Source: an optimization exercise on an open RTL-to-GDS flow (aim: small area). Production flows keep margins and buffers that such runs may drop.
The RTL was checked by simulation tests, not by an equivalence proof against the original design.
Power figures rest on the tool's default switching activity, not on a simulated workload.

Design Counter, start of the top module:
module Counter(
    input wire clk,
    input wire rst,
    input wire up,
    input wire down,
    input wire reset,
    input wire [3:0] amount,
    output wire [3:0] anodes,
    output wire [7:0] cathodes
);
    reg [10:0] lf;
    reg [2:0] q8;
    reg [2:0] q5;
    wire wrap = &lf;                             
    always @(posedge clk) begin
        if (rst) begin
            lf <= 11'b00111111110;
            q8 <= 3'd0;
            q5 <= 3'b000;
        end else begin
            lf <= {lf[9:3], lf[2] ^ wrap, lf[1:0], lf[10] ^ lf[8]};
            if (wrap) begin
                q8 <= q8 + 3'd1;
                q5 <= {q5[1:0], ~(q5[1] | q5[2])};
            end
        end
    end
    wire [1:0] idx = q8[2:1];
    wire q5_2 = q5[1] & q5[0];                   
    wire q5_4 = q5[2] & ~q5[1];                  
    wire sample = (lf == 11'b00000010100) && q5_2;    
    wire exam = (lf == 11'b01111111111) && q5_4;      
    reg [2:0] prev;
    reg [1:0] act;    
    always @(posedge clk) begin
        if (rst)
            prev <= 3'b000;
        else if (sample) begin
            prev <= {reset, down, up};
            if (reset & ~prev[2]) act <= 2'b11;
            else if (down & ~prev[1]) act <= 2'b10;
            else if (up & ~prev[0]) act <= 2'b01;
            else act <= 2'b00;
        end
    end
    reg [3:0] amt;
    reg rst_q;
    always @(posedge clk) begin
        amt <= amount;
        rst_q <= rst;
    end
    reg [7:0] value;
  ...
Size in the first run: about 280 cells after synthesis, roughly 1900 um^2 of cells after synthesis.
Settings: LEC_CHECK=0, CAP_MARGIN=20, CORE_AREA=2.3 2.72 60.72 60.56, DIE_AREA=0 0 63 63, SLEW_MARGIN=20; clock period 15.0 ns.
standard.sh (not shown) runs the stock make flow with config.mk's settings and CLKGATE_MAP_FILE= SYNTH_SCRIPT=/design/flow/synth_recipe.tcl, a recipe that flattens the netlist after the stock synthesis.
==> flow/flow/run.sh <==
#!/bin/bash
# Own layout flow: the standard flow with an area-oriented logic synthesis
# (no full-adder extraction, a deeper ABC area script) and minimum-size port
# buffers. Registers and their names are those of the standard synthesis.
set -euo pipefail
WORK=$(pwd)
FLOWDIR=$WORK/flow

# Synthesis: ORFS synth.tcl with the ABC script swapped for flow/area.abc
sed 's|^\( *\)log_cmd abc {\*}$abc_args|\1log_cmd abc -script '"$FLOWDIR"'/area.abc {*}[lrange $abc_args 2 end]|' \
    "$FLOW_HOME/scripts/synth.tcl" > "$WORK/area_synth_body.tcl"
grep -q "area.abc" "$WORK/area_synth_body.tcl"
sed 's|source \$::env(SCRIPTS_DIR)/synth.tcl|source '"$WORK"'/area_synth_body.tcl|' \
    "$WORK/synth_recipe.tcl" > "$WORK/area_synth.tcl"
grep -q "area_synth_body.tcl" "$WORK/area_synth.tcl"

# The standard flow's make command, with the synthesis script above and extra settings
sed -e 's|SYNTH_SCRIPT=[^ ]*synth_recipe.tcl|SYNTH_SCRIPT='"$WORK"'/area_synth.tcl|' \
    -e 's|"\${@:-finish}"|ADDER_MAP_FILE= "BUFFER_PORTS_ARGS=-buffer_cell sky130_fd_sc_hd__buf_1" "CTS_ARGS=-sink_clustering_enable -repair_clock_nets -dont_use_dummy_load -sink_clustering_size 40 -sink_clustering_max_diameter 80 -buf_list sky130_fd_sc_hd__clkbuf_8" "${@:-finish}"|' \
    "$WORK/standard.sh" > "$WORK/area_standard.sh"
grep -q "area_synth.tcl" "$WORK/area_standard.sh"

bash "$WORK/area_standard.sh" > "$WORK/flow_make.log" 2>&1
==> flow/flow/area.abc <==
strash
&get -n
&deepsyn -T 60
&put
dch -f
map -a
topo
stime -c
Rerun with:
--- a/flow/flow/run.sh
+++ b/flow/flow/run.sh
@@ -19 +19 @@
-    -e 's|"\${@:-finish}"|ADDER_MAP_FILE= "BUFFER_PORTS_ARGS=-buffer_cell sky130_fd_sc_hd__buf_1" "CTS_ARGS=-sink_clustering_enable -repair_clock_nets -dont_use_dummy_load -sink_clustering_size 40 -sink_clustering_max_diameter 80 -buf_list sky130_fd_sc_hd__clkbuf_8" "${@:-finish}"|' \
+    -e 's|"\${@:-finish}"|ADDER_MAP_FILE= "BUFFER_PORTS_ARGS=-buffer_cell sky130_fd_sc_hd__buf_1" "CTS_ARGS=-sink_clustering_enable -repair_clock_nets -dont_use_dummy_load" "${@:-finish}"|' \
=> The changed run finished clean; sequential power stays flat; synthesized cell count stays the same; worst hold slack stays flat; clock-buffer cell count is unchanged; first-iteration DRC count does not change; wire length decreases by 0.58%; sequential share of layout area went up by 0.54 points; clock power shrinks by about 27%; area after synthesis stays the same; setup slack is worse by 0.039 ns.

## static timing again, ports no longer ideal
No port has a modelled driver above. Below, the same layouts with a new extraction and two added sets of constraints.
Step 1, drivers: a clkbuf_16 drives clk and a buf_2 each remaining input, both assumed.
Step 2 times the ports against the registers' clock, not the clock port: input delays grow and output delays shrink by t, the midpoint of the rising clock arrivals with the driver on.
a / b / c = no drivers / after step 1 / after step 2; a / b = the first two.
| run | shift t [ns] | slack for setup (ns) | worst slew at a driven data input, ns | cell pins on the clock port's net |
|---|---|---|---|---|
| the first run | 0.295 | 7.391 / 7.369 / 7.664 | 0.03 | 1 |
| the second run | 0.345 | 7.351 / 7.329 / 7.674 | 0.03 | 1 |
After both steps every run listed still meets setup and hold.
